This design comes from an exercise in tuning for small area and a short achievable clock period on the open sky130 flow, not from production work. In this exercise RTL edits were held to simulation tests only and were not proved equivalent to the original. No activity file was given, so power comes from the tool's default toggle rates.

violet:
==> flow/design.v <==
`timescale 1ns / 1ps
module pcpu(
    input clock,
    input enable,
    input reset,
    input start,
    input [15:0] i_datain,
    input [15:0] d_datain,
    output [7:0] i_addr,
    output [7:0] d_addr,
    output d_we,
    output [15:0] d_dataout
    );
    reg state;
    wire run = (state == 1'b1);
    reg w_halt;
    always @(posedge clock)
        if (reset)
            state <= 1'b0;
        else if (!run)
            state <= enable & start;
        else
            state <= enable & ~w_halt;
    reg [15:0] gr[0:7];
    reg [15:0] wdata;
    reg w_we;
    reg [2:0] w_dst;
    genvar g;
    generate
        for (g = 0; g < 8; g = g + 1) begin : rf
            always @(posedge clock)
                if (reset | (run & w_we & (w_dst == g)))
                    gr[g] <= wdata;
        end
    endgenerate
    reg [7:0] pc;
    reg [4:0] id_op;
    reg [10:0] id_f;
    reg [15:0] mem_c;
    wire taken;
    always @(posedge clock or posedge reset)
        if (reset) begin
            pc <= 8'b0;
            id_op <= 5'b0_0000;
        end else if (run) begin
            pc <= taken ? mem_c[7:0] : pc + 8'd1;
            id_op <= i_datain[15:11];
        end
    wire [4:0] f_op = i_datain[15:11];
    wire f_r1 = (f_op == 5'b1_0000) | (f_op == 5'b1_0011) | (f_op == 5'b0_1001) | (f_op == 5'b0_1011)
              | (f_op == 5'b1_1001) | (f_op[4:3] == 2'b11 && f_op[2:1] != 2'b00);
    wire f_store = (f_op == 5'b0_0011);
    reg [2:0] id_sa, id_sq;
    always @(posedge clock)
        if (run) begin
            id_f <= i_datain[10:0];
            id_sa <= f_r1 ? i_datain[10:8] : i_datain[6:4];
            id_sq <= f_store ? i_datain[10:8] : i_datain[2:0];
        end
    wire [4:0] op = id_op;
    wire [2:0] r1 = id_f[10:8];
    wire [7:0] imm = id_f[7:0];
    wire d_jump  = (op == 5'b1_1000);
    wire d_store = (op == 5'b0_0011);
    wire d_load  = (op == 5'b0_0010);
    wire d_shl   = (op == 5'b0_0100) | (op == 5'b0_0101);
    wire d_shr   = (op == 5'b0_0110) | (op == 5'b0_0111);
    wire d_and   = (op == 5'b0_1101);
    wire d_or    = (op == 5'b0_1110);
    wire d_xor   = (op == 5'b0_1111);
    wire d_subc  = (op == 5'b1_0010);
    wire d_addc  = (op == 5'b1_0001);
    wire d_sub   = (op == 5'b0_1010) | (op == 5'b0_1011) | (op == 5'b0_1100) | (op == 5'b1_0011);
    wire d_r3    = (op == 5'b0_1000) | (op == 5'b1_0001) | (op == 5'b0_1010) | (op == 5'b1_0010)
                 | (op == 5'b0_1100) | (op == 5'b0_1101) | (op == 5'b0_1110) | (op == 5'b0_1111);
    wire d_hi    = (op == 5'b1_0000) | (op == 5'b1_0011);
    wire d_v3    = d_load | d_store | d_shl | d_shr;
    wire d_fl    = d_shl | d_shr | d_and | d_or | d_xor | d_sub | d_subc | d_addc
                 | (op == 5'b0_1000) | (op == 5'b0_1001) | (op == 5'b1_0000);
    wire d_wr    = d_fl & (op != 5'b0_1100) | d_load;
    wire d_br    = (op[4:3] == 2'b11);
    wire d_halt  = (op == 5'b0_0001);
    wire [15:0] port_a = gr[id_sa];
    wire [15:0] port_q = gr[id_sq];
    wire [15:0] rev_a;
    genvar k;
    generate
        for (k = 0; k < 16; k = k + 1) begin : rv
            assign rev_a[k] = port_a[15 - k];
        end
    endgenerate
    wire [15:0] a_next;
    assign a_next[15:8] = d_shl ? rev_a[15:8] : d_store ? port_q[7:0] : port_a[15:8];
    assign a_next[7:0]  = d_jump ? 8'b0 : d_shl ? rev_a[7:0] : port_a[7:0];
    wire [15:0] b_val;
    assign b_val[3:0]  = d_r3 ? port_q[3:0] : d_hi ? 4'b0 : imm[3:0];
    assign b_val[7:4]  = d_r3 ? port_q[7:4] : (d_hi | d_v3) ? 4'b0 : imm[7:4];
    assign b_val[15:8] = (d_r3 | d_store) ? port_q[15:8] : d_hi ? imm : 8'b0;
    wire d_neg = d_sub | d_subc;
    reg [15:0] ex_a, ex_b;
    reg ex_and, ex_or, ex_xor, ex_shl, ex_shr, ex_ca, ex_cb;
    reg ex_ld;
    reg [2:0] ex_dst;
    reg ex_fl, ex_st, ex_br, ex_halt, ex_we;
    always @(posedge clock)
        if (run) begin
            ex_a <= a_next;
            ex_b <= d_neg ? ~b_val : b_val;
            ex_and <= d_and;
            ex_or <= d_or;
            ex_xor <= d_xor;
            ex_shl <= d_shl;
            ex_shr <= d_shr;
            ex_ca <= d_addc | d_subc;
            ex_cb <= d_neg;
            ex_ld <= d_load;
            ex_dst <= d_br ? op[2:0] : r1;
        end
    always @(posedge clock or posedge reset)
        if (reset) begin
            ex_fl <= 1'b0;
            ex_st <= 1'b0;
            ex_br <= 1'b0;
            ex_halt <= 1'b0;
            ex_we <= 1'b0;
        end else if (run) begin
            ex_fl <= d_fl;
            ex_st <= d_store;
            ex_br <= d_br;
            ex_halt <= d_halt;
            ex_we <= d_wr;
        end
    reg zf, nf, cf;
    wire ex_add = ~(ex_and | ex_or | ex_xor | ex_shl | ex_shr);
    wire cin = ex_ca ? (cf ^ ex_cb) : ex_cb;
    wire [17:0] sum18 = {1'b0, ex_a, 1'b1} + {1'b0, ex_b, cin};
    wire [15:0] sum = sum18[16:1];
    wire cout = sum18[17];
    wire [16:0] sh = {ex_a, cf} >> ex_b[3:0];
    reg [15:0] alu;
    integer j;
    always @(*)
        for (j = 0; j < 16; j = j + 1)
            alu[j] = (ex_add & sum[j])
                   | (ex_and & (ex_a[j] & ex_b[j]))
                   | (ex_or  & (ex_a[j] | ex_b[j]))
                   | (ex_xor & (ex_a[j] ^ ex_b[j]))
                   | (ex_shl & sh[16 - j])
                   | (ex_shr & sh[j + 1]);
    wire cf_next = (ex_add & (cout ^ ex_cb)) | ((ex_shl | ex_shr) & sh[0]);
    reg [7:0] smdr1;
    reg m_ld;
    reg [2:0] m_dst;
    reg dw, m_fl, m_br, m_halt, m_we;
    always @(posedge clock)
        if (run) begin
            mem_c[7:0] <= alu[7:0];
            mem_c[15:8] <= ex_st ? ex_b[15:8] : alu[15:8];
            smdr1 <= ex_a[15:8];
            m_ld <= ex_ld;
            m_dst <= ex_dst;
        end
    always @(posedge clock or posedge reset)
        if (reset) begin
            cf <= 1'b0;
            dw <= 1'b0;
            m_fl <= 1'b0;
            m_br <= 1'b0;
            m_halt <= 1'b0;
            m_we <= 1'b0;
        end else if (run) begin
            if (ex_fl)
                cf <= cf_next;
            dw <= ex_st;
            m_fl <= ex_fl;
            m_br <= ex_br;
            m_halt <= ex_halt;
            m_we <= ex_we;
        end
    wire flag = m_dst[2] ? (m_dst[1] ? cf : nf) : zf;
    assign taken = m_br & ((m_dst[2:1] == 2'b00) | (flag ^ m_dst[0]));
    assign i_addr = pc;
    assign d_addr = mem_c[7:0];
    assign d_we = dw;
    assign d_dataout = {mem_c[15:8], smdr1};
    always @(posedge clock or posedge reset)
        if (reset) begin
            zf <= 1'b0;
            nf <= 1'b0;
            wdata <= 16'b0;
            w_halt <= 1'b0;
            w_we <= 1'b0;
        end else if (run) begin
            if (m_fl) begin
                zf <= (mem_c == 16'b0);
                nf <= mem_c[15];
            end
            wdata <= m_ld ? d_datain : mem_c;
            w_halt <= m_halt;
            w_we <= m_we;
        end
    always @(posedge clock)
        if (run)
            w_dst <= m_dst;
endmodule
Settings: LEC_CHECK=0, ABC_AREA=1, CAP_MARGIN=0, CORE_MARGIN=2, CORE_UTILIZATION=40, CTS_CLUSTER_DIAMETER=100, CTS_CLUSTER_SIZE=20, SETUP_SLACK_MARGIN=2.8, SLEW_MARGIN=0; clock period 5.0 ns.
standard.sh (not shown) runs the stock make flow with config.mk's settings and CLKGATE_MAP_FILE= SYNTH_SCRIPT=/design/flow/synth_recipe.tcl, a recipe that flattens the netlist after the stock synthesis.
==> flow/flow/run.sh <==
#!/bin/bash
# The standard layout, with the port buffers made of buf_2 cells instead of the
# resizer's default pick; each tool's output is in flow.log here.
set -euo pipefail
bash standard.sh BUFFER_PORTS_ARGS="-buffer_cell sky130_fd_sc_hd__buf_2" finish > flow.log 2>&1
violet: no failed stages, no open violations at the end
For sierra, these inputs were changed with respect to violet:
-- flow/config.mk --
<<< violet, line 14
export SETUP_SLACK_MARGIN = 2.8
>>> sierra, line 14
export SETUP_SLACK_MARGIN = 2.6
## What came out
- Going from violet to sierra, the area of all placed cells without fillers was found to have gone down by about 3.4%.
- Capture point of the critical path = mem_c[12]: sierra; capture point of the critical path = ex_a[14]: violet
- The cell area after placement of sierra falls short of that of violet by about 0.5%.
- Relative to violet, portion of the clock cycle consumed by the worst path in the final layout increased by 2.3 points in sierra.
diff inputs: sierra => zinc
-- flow/config.mk --
<<< sierra, line 16
>>> zinc, line 16
export TNS_END_PERCENT = 5
Findings:
- Combinational power share: zinc vs sierra down 0.9 points
- Going from sierra to zinc, filler cell count now larger, power now smaller, final net count now smaller, sequential cell area share now larger, switching share of total power comparable.
- Layout-stage area growth over the synthesis result on zinc is down relative to sierra.
Changes in indigo relative to zinc:
-- flow/config.mk --
<<< zinc, line 14
export SETUP_SLACK_MARGIN = 2.6
>>> indigo, line 14
export SETUP_SLACK_MARGIN = 2.7
<<< zinc, line 16
export TNS_END_PERCENT = 5
>>> indigo, line 16
Notes after the runs:
Going from zinc to indigo, total internal power increased by 1.8% relative to the old numbers; number of non-clock buffers in the layout +53; portion of total power attributed to sequential cells lower; critical path depth higher.
For overall fraction of global-route tracks in use, indigo and zinc come out practically identical.

-- re-timing with driven ports --
How much do the figures lean on ideal ports? The routed layouts below were timed once more, with nothing changed but the port constraints.
Step 1: set_driving_cell puts a clkbuf_16 on clock and a buf_2 on each other input, an assumption about the parent block.
Step 2 moves the port delays by t, midway between the first and last clock arrival at a register: inputs arrive t later, outputs are due t later. That takes back most of the time a late clock gives input paths.
Three values: ideal, step 1, step 2; two values: the first two.
run	t (ns)	slack for setup (ns)	clock arrival spread, ns
violet	0.557	2.772 / 2.772 / 2.652	0.019 / 0.018
sierra	0.573	2.655 / 2.655 / 2.532	0.027 / 0.026
zinc	0.570	2.521 / 2.521 / 2.378	0.030 / 0.030
indigo	0.568	2.740 / 2.694 / 2.676	0.027 / 0.027
After both steps setup and hold are still met in every run listed. For zinc, which loses most, drivers alone change the setup slack by 0.000 ns; drivers and shift together by -0.143 ns.
